Source: an optimization exercise on an open RTL-to-GDS flow (aim: small area). Production flows keep margins and buffers that such runs may drop.
Only simulation tests tie the RTL to the original design; equivalence was not proved.
No activity file was given, so power comes from the tool's default toggle rates.

## case2mod_new
module case2mod_new
  (input  clk,
   input  reset,
   input  clk_enable,
   input  AP,
   input  VP,
   input  [15:0] SArest,
   input  [15:0] AVforw,
   input  PAC_en,
   input  PVC_en,
   output ce_out,
   output NA1Out,
   output NA2Out,
   output NA3Out,
   output NA4Out,
   output NA5Out,
   output NA6Out,
   output NA7Out);
Size in the first run: roughly 2,000 cells after synthesis, ~350 flip-flops.
Settings: LEC_CHECK=0, CAP_MARGIN=20, CORE_MARGIN=2, CORE_UTILIZATION=40, SLEW_MARGIN=20; clock period 10.0 ns.
standard.sh (not shown) runs the stock make flow with config.mk's settings and CLKGATE_MAP_FILE= SYNTH_SCRIPT=/design/flow/synth_recipe.tcl, a recipe that flattens the netlist after the stock synthesis.
==> flow/flow/run.sh <==
#!/bin/bash
# The standard layout, with clock tree synthesis given its own sink clustering
# and buffer, and no dummy loads.
set -euo pipefail
export CTS_ARGS="-sink_clustering_enable -repair_clock_nets -dont_use_dummy_load -buf_list sky130_fd_sc_hd__clkbuf_8 -sink_clustering_size 16 -sink_clustering_max_diameter 80"
bash standard.sh > standard.log 2>&1
Then changed:
==> flow/run.sh (new file) <==
#!/bin/bash
# synth_recipe.tcl (not shown) runs the flow's synth.tcl, then flattens the netlist and writes it again
# the make line also repeats each setting of config.mk as NAME=value (left out here)
make -C /OpenROAD-flow-scripts/flow DESIGN_CONFIG=/design/flow/config.mk WORK_HOME=/design/flow/orfs CLKGATE_MAP_FILE= SYNTH_SCRIPT=/design/flow/synth_recipe.tcl finish
CTS_BUF_LIST = sky130_fd_sc_hd__clkbuf_8   (was unset)
CTS_CLUSTER_DIAMETER = 80   (was unset)
CTS_CLUSTER_SIZE = 16   (was unset)
removed: flow/flow/run.sh
removed: flow/standard.sh
The changed run finished clean. Wire length hardly moves. Maximum frequency hardly moves. Setup slack improved by 0.0041 ns. Design area went up slightly. Combinational power hardly moves. Die area stays the same. Clock-buffer cell count went up by 2. Critical path depth is unchanged. Area after synthesis stays the same. Hold slack stays flat. Global-route usage hardly moves.
Then changed:
==> flow/flow/run.sh (new file) <==
#!/bin/bash
# The standard layout, with clock tree synthesis given its own sink clustering
# and buffer, and no dummy loads.
set -euo pipefail
export CTS_ARGS="-sink_clustering_enable -repair_clock_nets -dont_use_dummy_load -buf_list sky130_fd_sc_hd__clkbuf_16 -sink_clustering_size 30 -sink_clustering_max_diameter 100"
bash standard.sh > standard.log 2>&1
==> flow/standard.sh (new file) <==
#!/bin/bash
# synth_recipe.tcl (not shown) runs the flow's synth.tcl, then flattens the netlist and writes it again
# the make line also repeats each setting of config.mk as NAME=value (left out here)
make -C /OpenROAD-flow-scripts/flow DESIGN_CONFIG=/design/flow/config.mk WORK_HOME=/design/flow/orfs CLKGATE_MAP_FILE= SYNTH_SCRIPT=/design/flow/synth_recipe.tcl "${@:-finish}"
CTS_BUF_LIST = unset   (was sky130_fd_sc_hd__clkbuf_8)
CTS_CLUSTER_DIAMETER = unset   (was 80)
CTS_CLUSTER_SIZE = unset   (was 16)
removed: flow/run.sh
=>
- core utilization hardly moves
- cell area stays flat
- total power is about the same
- setup slack loses 0.086 ns
- combinational power barely changes
- synthesized cell count does not change
- final cell count goes down slightly
- first-iteration DRC count goes up by a few percent
- die area does not change
- flip-flop and latch count is unchanged
- via count is about the same


case2mod_new, a different RTL version from the one above (not shown whole).
For scale: about 2800 cells after synthesis, roughly 350 flip-flops, roughly 47 I/O pins, roughly 22000 um^2 of cells after synthesis.
==> flow/design.v (excerpt) <==
module case2mod_new
  (input  clk,
   input  reset,
   input  clk_enable,
   input  AP,
   input  VP,
   input  [15:0] SArest,
   input  [15:0] AVforw,
   input  PAC_en,
   input  PVC_en,
   output ce_out,
   output NA1Out,
   output NA2Out,
   output NA3Out,
   output NA4Out,
   output NA5Out,
   output NA6Out,
   output NA7Out);
export LEC_CHECK = 0
export CAP_MARGIN = 20
export CORE_MARGIN = 2
export CORE_UTILIZATION = 40
export CTS_BUF_LIST = sky130_fd_sc_hd__clkbuf_4
export SLEW_MARGIN = 20
create_clock -name core_clock -period 10.0 [get_ports {clk}]
run.sh (not shown) runs the stock make flow with config.mk's settings and CLKGATE_MAP_FILE= SYNTH_SCRIPT=/design/flow/synth_recipe.tcl, a recipe that flattens the netlist after the stock synthesis.
Stock flow here: none of the scripts above is used.
Change:
Settings changed: CTS_BUF_LIST sky130_fd_sc_hd__clkbuf_4 to not set.
Effect: Power went up by 5.1%. Utilization went up by 0.57 points. Routed wire length went down by about 1.1%. Sequential power hardly moves.

## what the ideal ports hide
The flow's constraints put no driver on any port. The routed layouts listed below were extracted and timed again, unchanged, in two steps. Step 1: set_driving_cell puts a clkbuf_16 on clk and a buf_2 on each other input, an assumption about the parent block. Step 2 also shifts input and output timing later by t, the mid clock arrival at the registers, as if the neighbouring blocks saw the same clock. Three values: no drivers, after step 1, after step 2; two values: the first two.
run	t, ns	setup slack, ns	worst setup path after step 2	slew at the worst register clock pin (ns)
the first run of note 1	0.645	3.973 / 4.000 / 3.354	input to register	0.11 / 0.11
the second run of note 1	0.665	3.977 / 4.003 / 3.339	input to register	0.11 / 0.11
the third run of note 1	0.574	3.891 / 3.925 / 3.351	input to register	0.11 / 0.11
the first run of note 2	0.855	3.771 / 3.801 / 2.946	input to register	0.07 / 0.07
the second run of note 2	0.614	3.503 / 3.539 / 2.925	input to register	0.06 / 0.06
After both steps setup and hold are still met in every run listed. The setup slack of the first run of note 2, which loses most, moves by +0.030 ns with the drivers and by -0.825 ns with both steps.
